This design comes from an exercise in tuning for small area on the open sky130 flow, not from production work. The RTL was checked by simulation tests, not by an equivalence proof against the original design. Power and IR drop assume default switching activity.

<file path="flow/run.sh">
#!/bin/bash
# synth_recipe.tcl (not shown) runs the flow's synth.tcl, then flattens the netlist and writes it again
# the make line also repeats each setting of config.mk as NAME=value (left out here)
make -C /OpenROAD-flow-scripts/flow DESIGN_CONFIG=/design/flow/config.mk WORK_HOME=/design/flow/orfs CLKGATE_MAP_FILE= SYNTH_SCRIPT=/design/flow/synth_recipe.tcl finish
</file>
<file path="flow/config.mk">
export PLATFORM = sky130hd
export DESIGN_NAME = router_top
export DESIGN_NICKNAME = router_top
export VERILOG_FILES = /design/flow/design.v
export SDC_FILE = /design/flow/constraint.sdc
export NUM_CORES = 4
export LEC_CHECK = 0
export CAP_MARGIN = 20
export CORE_MARGIN = 2
export CORE_UTILIZATION = 40
export PLACE_DENSITY = 0.6
export SLEW_MARGIN = 20
</file>
<file path="flow/constraint.sdc">
create_clock -name core_clock -period 5.0 [get_ports {clock}]
set_input_delay 1.0000 -clock core_clock [delete_from_list [all_inputs] [get_ports {clock}]]
set_output_delay 1.0000 -clock core_clock [all_outputs]
set_load 0.01 [all_outputs]
</file>
<file path="flow/design.v">
module router_fsm(clock,resetn,pkt_valid,parity_done,data_in,soft_reset_0,soft_reset_1,soft_reset_2,fifo_full,low_pkt_valid,fifo_empty_0,fifo_empty_1,fifo_empty_2,busy,detect_add,ld_state,laf_state,full_state,write_enb_reg,rst_int_reg,lfd_state);
input clock,resetn,pkt_valid,parity_done,soft_reset_0,soft_reset_1,soft_reset_2,fifo_full,low_pkt_valid,fifo_empty_0,fifo_empty_1,fifo_empty_2;
input [1:0]data_in;
output busy,detect_add,ld_state,laf_state,full_state,write_enb_reg,rst_int_reg,lfd_state;
parameter DECODER_ADDRESS   = 3'b000,
	  WAIT_TILL_EMPTY   = 3'b001,
	  LOAD_FIRST_DATA   = 3'b010,
	  LOAD_DATA         = 3'b011,
	  FIFO_FULL_STATE   = 3'b100,
	  LOAD_AFTER_FULL   = 3'b101,
	  LOAD_PARITY       = 3'b110,
	  CHECK_PARITY_ERROR= 3'b111;
reg [1:0]addr;
reg [2:0]state,next_state;
always@(posedge clock)
begin
	if(!resetn)
		addr<=1'b0;
	else if(soft_reset_0 | soft_reset_1 | soft_reset_2)
		addr<=1'b0;
	else
		addr<=data_in;
end
always@(posedge clock)
begin
	if(!resetn)
		state <= DECODER_ADDRESS;
	else if (soft_reset_0 | soft_reset_1 | soft_reset_2)
		state <= DECODER_ADDRESS;
	else
		state <= next_state;
end
always@(*)
begin
	next_state = DECODER_ADDRESS;
	case (state)
		DECODER_ADDRESS : if ((pkt_valid & (data_in[1:0] == 0) & fifo_empty_0)|(pkt_valid & (data_in[1:0] == 1)& fifo_empty_1)|(pkt_valid & (data_in[1:0] == 2)& fifo_empty_2))
					next_state = LOAD_FIRST_DATA;
				else if ((pkt_valid & (data_in[1:0] == 0)& (!fifo_empty_0))|(pkt_valid & (data_in[1:0] == 1)& (!fifo_empty_1))|(pkt_valid & (data_in[1:0] == 2)& (!fifo_empty_2)))
					next_state = WAIT_TILL_EMPTY;
				else
					next_state = DECODER_ADDRESS;
		WAIT_TILL_EMPTY : if ((fifo_empty_0 && (addr == 0)) || (fifo_empty_1 && (addr == 1)) || (fifo_empty_2 && (addr == 2)))
					next_state = LOAD_FIRST_DATA;
				  else 
					next_state = WAIT_TILL_EMPTY;
		LOAD_FIRST_DATA : next_state = LOAD_DATA;
		LOAD_DATA       : if ((!fifo_full && !pkt_valid))
				  	next_state = LOAD_PARITY;
				else if (fifo_full)
					next_state = FIFO_FULL_STATE;
				else
					next_state = LOAD_DATA;
		FIFO_FULL_STATE : if (!fifo_full)
					next_state = LOAD_AFTER_FULL;
				else if (fifo_full)
					next_state = FIFO_FULL_STATE;
		LOAD_AFTER_FULL : if (!parity_done && !low_pkt_valid)
					next_state = LOAD_DATA;
				else if (!parity_done && low_pkt_valid)
					next_state = LOAD_PARITY;
				else if (parity_done)
					next_state = DECODER_ADDRESS;
		LOAD_PARITY     : next_state = CHECK_PARITY_ERROR;
		CHECK_PARITY_ERROR : if (fifo_full)
					next_state = FIFO_FULL_STATE;
				     else if (!fifo_full)
					next_state = DECODER_ADDRESS;
	endcase
end
assign detect_add = (state == DECODER_ADDRESS);
assign lfd_state = (state == LOAD_FIRST_DATA);
assign ld_state = (state == LOAD_DATA);
assign rst_int_reg = (state == CHECK_PARITY_ERROR);
assign laf_state = (state == FIFO_FULL_STATE);
assign write_enb_reg = (state == LOAD_DATA) || (state == LOAD_PARITY) || (state == LOAD_AFTER_FULL);
assign full_state = (state == FIFO_FULL_STATE);
assign busy = (state == LOAD_FIRST_DATA) || (state == FIFO_FULL_STATE) || (state == LOAD_AFTER_FULL) || (state == LOAD_PARITY) || (state == WAIT_TILL_EMPTY) || (state == CHECK_PARITY_ERROR);
endmodule
module router_syn(input clock,resetn,detect_add,full_0,full_1,full_2,empty_0,empty_1,empty_2,write_enb_reg,read_enb_0,read_enb_1,read_enb_2,input[1:0]data_in,output reg[2:0]write_enb,output vld_out_0,vld_out_1,vld_out_2,output reg fifo_full,soft_reset_0,soft_reset_1,soft_reset_2);
reg[1:0]temp;
reg[5:0]count_0,count_1,count_2;
always@(posedge clock)
begin
 if(!resetn)
  temp<=0;
 else if(detect_add)
  temp<=data_in;
 else
  temp<=temp;
end
always@(*)
begin
 case(temp)
  2'b00:fifo_full=full_0;
  2'b01:fifo_full=full_1;
  2'b10:fifo_full=full_2;
  default:fifo_full=0;
 endcase
end
assign vld_out_0 = ~empty_0;
assign vld_out_1 = ~empty_1;
assign vld_out_2 = ~empty_2;
always@(*)
begin
 if(write_enb_reg)
 begin
  case(temp)
   2'b00:write_enb=3'b001;
   2'b01:write_enb=3'b010;
   2'b10:write_enb=3'b100;
   default:write_enb=3'b000;
  endcase
 end
 else
  write_enb=0;
end
always@(posedge clock)
begin
 if(!resetn)
 begin
  count_0<=0;
  soft_reset_0<=0;
 end
 else if(vld_out_0)
 begin
         if(!read_enb_0 && count_0==5'd29)
  begin
   soft_reset_0<=1;
   count_0<=0;
  end
  else
  begin
   soft_reset_0<=0;
   count_0<=count_0+1'b1;
  end
 end
 else
  soft_reset_0<=0;
end
always@(posedge clock)
begin
 if(!resetn)
 begin
  count_1<=0;
  soft_reset_1<=0;
 end
 else if(vld_out_1)
 begin
         if(!read_enb_1 && count_1==5'd29)
  begin
    soft_reset_1<=1;
    count_1<=0;
  end
  else
  begin
   count_1<=count_1+1'b1;
   soft_reset_1<=0;
  end
 end
 else
  soft_reset_1<=0;
end
always@(posedge clock)
begin
 if(!resetn)
 begin
  count_2<=0;
  soft_reset_2<=0;
 end
 else if(vld_out_2)
 begin
         if(!read_enb_2 && count_2==5'd29)
  begin
    soft_reset_2<=1;
    count_2<=0;
  end
  else
  begin
   count_2<=count_2+1'b1;
   soft_reset_2<=0;
  end
 end
 else
  soft_reset_2<=0;
end
endmodule
module router_fifo(input clock,resetn,soft_reset,write_enb,read_enb,lfd_state,
input[7:0]data_in,output full,empty,output reg [7:0]data_out);
reg [3:0]wr_ptr,rd_ptr;
reg lfd;
reg [6:0]count;
integer i;
reg [8:0]mem[15:0];  
always@(posedge clock)
begin
	if(!resetn)
		lfd<=0;
	else if(soft_reset)
		lfd<=0;
	else
		lfd<=lfd_state;
end
always@(posedge clock)
begin
	if(!resetn || soft_reset)
		for(i=0;i<16;i=i+1)
		begin
		{mem[i],wr_ptr}<=0;
		end
	else if(write_enb && !full)
	begin
	mem[wr_ptr]<={lfd,data_in};
	wr_ptr<=wr_ptr+1;
	end
end
always@(posedge clock)
begin
	if(!resetn)
	begin
		{data_out,rd_ptr}<=0;
	end
	else if(soft_reset)
	begin
		data_out<=8'b0;
		rd_ptr<=0;
	end
	else if(read_enb && !empty)
	begin
	data_out<=mem[rd_ptr];
	rd_ptr<=rd_ptr+1;
	end
end
always@(posedge clock)
begin
	if(!resetn)
		count<=0;
	else if(soft_reset)
		count<=0;
	else if(read_enb && !empty)
	begin
	if(mem[rd_ptr[3:0]][8]==1'b1)
		count<=mem[0][7:2]+1'b1;
	else if(count!=0)
		count<=count-1'b1;
end
end
assign full=(wr_ptr==4'd15 && rd_ptr==4'd0) ? 1'b1 : 1'b0;
assign empty=(wr_ptr==rd_ptr) ? 1'b1 : 1'b0;
endmodule
module router_reg(clock,resetn,pkt_valid,data_in,fifo_full,rst_int_reg,detect_add,ld_state,laf_state,full_state,lfd_state,parity_done,low_pkt_valid,err,dout);
input clock,resetn,pkt_valid,fifo_full,rst_int_reg,detect_add,ld_state,laf_state,full_state,lfd_state;
input [7:0]data_in;
output reg parity_done,low_pkt_valid;
output reg [7:0]dout;
output reg err;
reg [7:0] header_reg,fifo_full_reg,internal_parity_reg,packet_parity_reg;
always@(posedge clock)
begin
	if (!resetn)
		header_reg <=0;
	else if (detect_add && pkt_valid && (data_in [1:0] != 2'b11))
		header_reg <= data_in;
end
always@(posedge clock)
begin
	if (!resetn)
		internal_parity_reg <= 0;
	else if (detect_add)
		internal_parity_reg <= 0;
	else if (lfd_state)
		internal_parity_reg <= internal_parity_reg ^ header_reg;
	else if (pkt_valid && ld_state && ~full_state)
		internal_parity_reg <= internal_parity_reg ^ data_in;
	else
		internal_parity_reg <= internal_parity_reg;
end
always@(posedge clock)
begin
	if (!resetn)
		packet_parity_reg <= 0;
	else if (detect_add)
		packet_parity_reg <= 0;
	else if (ld_state && ~pkt_valid)
		packet_parity_reg <= data_in;
	else
		packet_parity_reg <= packet_parity_reg;
end
always@(posedge clock)
begin
	if (!resetn)
		dout <= 0;
	else if (detect_add && pkt_valid && (data_in [1:0] != 2'b11))
		dout <= dout;
	else if (lfd_state)
		dout <= header_reg;
	else if (ld_state && (~fifo_full))
		dout <= data_in;
	else if (ld_state && fifo_full)
		dout <= dout;
	else if (laf_state)
		dout <= fifo_full_reg;
	else
		dout <= dout;
end
always@(posedge clock)
begin
	if (!resetn)
		parity_done <= 0;
	else if ((ld_state && !fifo_full && !pkt_valid)||(laf_state && low_pkt_valid && !parity_done))
		parity_done <= 1;
	else if (detect_add)
		parity_done <= 0;
	else
		parity_done <= 0;
end
always@(posedge clock)
begin
	if (!resetn)
		low_pkt_valid <= 0;
	else if (ld_state && !pkt_valid)
		low_pkt_valid <= 1;
end
always@(posedge clock)
begin
	if (!resetn)
		fifo_full_reg <= 0;
	else if(fifo_full)
		fifo_full_reg <= data_in;
end
always@(posedge clock)
begin
	if (parity_done)
		err <= 0;
	else if (packet_parity_reg != internal_parity_reg)
		err <= 1;
	else
		err <= 0;
end
endmodule
module router_top(clock,resetn,read_enb_0,read_enb_1,read_enb_2,pkt_valid,data_in,data_out_0,data_out_1,data_out_2,vld_out_0,vld_out_1,vld_out_2,err,busy);
input clock,resetn,read_enb_0,read_enb_1,read_enb_2,pkt_valid;
input [7:0] data_in;
output [7:0] data_out_0,data_out_1,data_out_2;
output vld_out_0,vld_out_1,vld_out_2;
output err,busy;
wire [7:0]dout;
wire [2:0] write_enb;
router_fsm fsm(.clock(clock),.resetn(resetn),.pkt_valid(pkt_valid),.parity_done(parity_done),.data_in(data_in[1:0]),.soft_reset_0(soft_reset_0),.soft_reset_1(soft_reset_1),.soft_reset_2(soft_reset_2),.fifo_full(fifo_full),.low_pkt_valid(low_pkt_valid),.fifo_empty_0(empty_0),.fifo_empty_1(empty_1),.fifo_empty_2(empty_2),.busy(busy),.detect_add(detect_add),.ld_state(ld_state),.laf_state(laf_state),.full_state(full_state),.write_enb_reg(write_enb_reg),.rst_int_reg(rst_int_reg),.lfd_state(lfd_state));
router_syn sync1(.detect_add(detect_add),.data_in(data_in[1:0]),.write_enb_reg(write_enb_reg),.clock(clock),.resetn(resetn),.vld_out_0(vld_out_0),.vld_out_1(vld_out_1),.vld_out_2(vld_out_2),.read_enb_0(read_enb_0),.read_enb_1(read_enb_1),.read_enb_2(read_enb_2),.write_enb(write_enb),.fifo_full(fifo_full),.empty_0(empty_0),.empty_1(empty_1),.empty_2(empty_2),.soft_reset_0(soft_reset_0),.soft_reset_1(soft_reset_1),.soft_reset_2(soft_reset_2),.full_0(full_0),.full_1(full_1),.full_2(full_2));
router_reg register(.clock(clock),.resetn(resetn),.pkt_valid(pkt_valid),.data_in(data_in),.fifo_full(fifo_full),.rst_int_reg(rst_int_reg),.detect_add(detect_add),.ld_state(ld_state),.laf_state(laf_state),.full_state(full_state),.lfd_state(lfd_state),.parity_done(parity_done),.low_pkt_valid(low_pkt_valid),.err(err),.dout(dout));
router_fifo F0(.clock(clock),.resetn(resetn),.write_enb(write_enb[0]),.soft_reset(soft_reset_0),.read_enb(read_enb_0),.data_in(dout),.lfd_state(lfd_state),.empty(empty_0),.full(full_0),.data_out(data_out_0));
router_fifo F1(.clock(clock),.resetn(resetn),.write_enb(write_enb[1]),.soft_reset(soft_reset_1),.read_enb(read_enb_1),.data_in(dout),.lfd_state(lfd_state),.empty(empty_1),.full(full_1),.data_out(data_out_1));
router_fifo F2(.clock(clock),.resetn(resetn),.write_enb(write_enb[2]),.soft_reset(soft_reset_2),.read_enb(read_enb_2),.data_in(dout),.lfd_state(lfd_state),.empty(empty_2),.full(full_2),.data_out(data_out_2));
endmodule
</file>
==> notes.md <==
The run finished with no timing, DRC or antenna violations. The tools report the worst slew margin relative to its limit as 0.276. Between clock sinks in the finished design, the worst skew comes to 0.00995 ns. The largest registers in the layout are F0.mem x128, F1.mem x128, F2.mem x128.

Data on the critical path is required at its endpoint by 5.21 ns. The synthesis-to-finish area growth was 13.0%. The floorplan step defined a core boundary enclosing 56400 um2. The synthesized design spends more area on one cell type than any other, namely sky130_fd_sc_hd__edfxtp_1. The count of nets left with antenna violations once routing finished came out at 0. For the pin count of the biggest net entering global routing, the log shows 50.

The overall power after layout came out at 10.1 mW. The worst-case IR drop observed on VDD is 0.261 mV. Number of global-route vias before repair: 14665.

The type of origin of the critical path was a primary input. The first detailed-routing pass ran for 5 iterations. The number of I/O pins was 43; the number of flops mapped to enable cells by yosys was 384. The capturing element type of the critical path was a flop.

The net count of the finished layout is 1795. The clock root buffer is sky130_fd_sc_hd__clkbuf_16. The first global-routing pass estimated 87000 um of wire. Fraction of the cycle the final worst path needs: 0.728. The worst register-to-register path has a setup slack of 1.38 ns. The number of register bits inferred by synthesis came out at 503. In the post-synthesis netlist, the biggest area contributors are sky130_fd_sc_hd__edfxtp_1 (50%), sky130_fd_sc_hd__dfxtp_1 (10%), sky130_fd_sc_hd__mux4_2 (9.5%).

The run gives 3.85 ns as the data arrival at the endpoint of the critical path. Clock tree synthesis found a total of 503 sinks. Most instantiated flip-flop cell in the synthesis netlist: sky130_fd_sc_hd__edfxtp_1. The number of vias after detailed routing is 14910.

The share of flip-flops with an asynchronous set or reset after synthesis came out at 0. The min-delay analysis places its worst path in the category reg2reg. The max-capacitance violation count was 0; the total wire length was 55400 um. For the synthesized net count, the log shows 1819. In the routed design, unresolved DRC markers number 0. The clock latency of the later-clocked register in the worst-skew pair was 0.59 ns.

For the finished layout, the period the worst path requires is 3.64 ns. For the synthesized instance count, the log shows 1781. The die covers 59000 um2. The initial antenna violation count was 0. In this run the vertical extent of the chip is 243 um. The number of antenna diodes in the final layout is 0. The tools report the sequential-to-total area share from yosys stat as 0.609. The placed instance count was 2455; the floorplan die width was 243 um.

After detailed routing, the average wire length per cell comes to 21.7 um. The critical path in this run is classified as in2reg. In this run the mean area of a mapped cell was 12.8 um2. In this run, distinct cell masters in the synthesized netlist total 56.

For the pin with the worst max-slew slack, the measured transition is 1.07 ns. Area share of the leading cell type in the synthesized netlist: 0.505. Power spread over the standard cell area amounts to 391 nW/um2. The cell area that synthesis handed to floorplanning was 22800 um2.

The run gives 0 as the sum of overflow across all layers after global routing. The initial core utilization was 0.405; the layout cell share with drive strength beyond 1 was 0.164. Routability-driven placement finished with a final weighted congestion of 0.804. The largest fanout of any net on the critical path is 26, and the global routing usage summed across all routing layers is 0.189. The post-detailed-route via-to-cell ratio was 5.83. The tools report the setup TNS after final layout as 0 ns. The finished layout holds 2558 standard cells, fillers aside. Setup repair after global routing left no endpoint under its margin. The number of failing setup endpoints in the final timing report was 0; the achievable clock frequency was 0.275 GHz. TritonCTS built the clock tree. The logs give 0 for the hold-fix buffer count after cts and 34400 um for the detailed placer's ending HPWL.

Summed over all cells, the static leakage comes to 8.20 nW. The number of warnings printed during yosys synthesis is 23. The number of slew-limit violations in the final report was 0.

In this run the number of H-tree levels came out at 2. The initialized floorplan defines 87 standard-cell rows. The number of gates given a new drive strength after cts was 0; the number of endpoints with negative hold slack in the final report was 0. The number of buffers added on ports came out at 42. The number of buffers between clock root and the deepest sink was 3. Buffers added to address setup during post-CTS repair amount to 0. Clock-pin slew reported for the worst setup and hold paths after clock tree synthesis: 0.06 ns. In this run, the number of DRC markers left after iteration 0 of detailed routing was 1179.

TritonCTS buffer count: 55.
[worst paths after layout]
kind                                            from             to  cells after the start
worst max-delay path                          resetn  F1.mem[12][1]                      5
worst min-delay path            register.parity_done   register.err                      1
worst max register to register          fsm.state[1]  F1.mem[12][1]                      4
worst min register to register  register.parity_done   register.err                      1
[cell usage in the layout, fill, tap and decap left out, drive strengths merged, types with 4 or more instances in the layout]
master         instances
a221oi                32
ha                    24
nand2b                17
nor2                  83
nand4                 23
nand2                 46
clkdlybuf4s50         42
o221ai                 8
edfxtp               384
clkinv                14
buf                   84
a21oi                 30
a22oi                  9
nor4                 101
inv                   32
mux2i                 17
and2                   6
or3                    4
and3                   4
bufinv                 6
clkbuf                80
nor3                 292
nand3                 50
nor2b                  6
mux4                  96
dfxtp                119
o31ai                 13
o21ai                 68
a22o                  24
xor2                  34
xnor2                 25
[synth_stat cells, types with 15 or more instances]
cell                       instances
sky130_fd_sc_hd__o21ai_0          67
sky130_fd_sc_hd__nand2b_1         17
sky130_fd_sc_hd__nand2_1          46
sky130_fd_sc_hd__nor2_1           82
sky130_fd_sc_hd__xor2_1           34
sky130_fd_sc_hd__ha_1             24
sky130_fd_sc_hd__dfxtp_1         119
sky130_fd_sc_hd__nor3_1          292
sky130_fd_sc_hd__buf_2            34
sky130_fd_sc_hd__nand3_1          50
sky130_fd_sc_hd__mux4_2           96
sky130_fd_sc_hd__a21oi_1          29
sky130_fd_sc_hd__xnor2_1          25
sky130_fd_sc_hd__mux2i_1          17
sky130_fd_sc_hd__clkbuf_1        125
sky130_fd_sc_hd__edfxtp_1        384
sky130_fd_sc_hd__buf_1            42
sky130_fd_sc_hd__inv_1            31
sky130_fd_sc_hd__nand4_1          15
sky130_fd_sc_hd__a221oi_1         32
sky130_fd_sc_hd__nor4_1          101
sky130_fd_sc_hd__a22o_1           24
[cell type report]
type	instances	area [um2]
clock inverter	22	265
fill	5089	30600
tap	756	946
multi-input combinational	1039	7970
timing repair buffer	126	1050
clock buffer	80	1540
sequential	503	13900
inverter	32	120
[stage by stage]
stage	hold slack, ns	setup slack (ns)	instance area, um2	util
2_1_floorplan	0.394	1.69	22800	-
3_3_place_gp	0.445	0.806	24000	0.425
3_5_place_dp	0.460	0.658	24000	0.425
4_1_cts	0.468	1.28	25800	0.457
5_1_grt	0.478	1.19	25800	0.458
6_report	0.463	1.36	25800	0.458
[critical path, stage by stage]
cell                              delay (ns)
sky130_fd_sc_hd__clkdlybuf4s50_1        0.49
sky130_fd_sc_hd__clkinv_1               0.34
sky130_fd_sc_hd__nor2_2                 0.54
sky130_fd_sc_hd__nand4_4                0.43
sky130_fd_sc_hd__o21ai_0                1.03
[routing by layer]
metal,vias up,wire length [um],GRT usage
li1,6860,-,-
met1,7492,24100,0.265
met2,454,26500,0.301
met3,104,3150,0.0236
met4,0,1720,0.0695
met5,-,0,0
[logic make-up after synthesis]
| logic type | share of synthesized area |
|---|---|
| AO/OA/AOI/OAI | 0.0614 |
| multiplexers | 0.102 |
| adder cells (fa/ha/maj) | 0.0132 |
| buffers and inverters | 0.0423 |
| flip-flops | 0.609 |
| AND/OR/NAND/NOR | 0.149 |
| XOR/XNOR | 0.0226 |
[where the power goes]
part	leakage (nW)	switching [mW]	total (mW)	internal, mW
logic	2.39	0.929	1.26	0.333
registers	4.93	0.0938	4.75	4.66
clock network	0.884	1.64	4.08	2.44

[port drivers added, routing unchanged]
How much do the figures lean on ideal ports? The routed layout below was timed once more, with nothing changed but the port constraints.
Step 1 sets driving cells, clkbuf_16 on the clock port and buf_2 on the other inputs (assumed; they add their load-dependent delay and slew).
Step 2 adds t to the input delays and takes it off the output delays; t is the mean of the earliest and latest rising clock arrival at the registers after step 1. Input paths then give back, and output paths get back, about the clock's delay inside the block.
a / b / c = no drivers / after step 1 / after step 2; a / b = the first two.
shift t [ns]: 0.649
setup WS [ns]: 1.360 / 1.309 / 0.749
clock arrival spread, ns: 0.011 / 0.011
After both steps setup and hold are still met in this run. For this run, drivers alone change the setup slack by -0.051 ns; drivers and shift together by -0.611 ns.
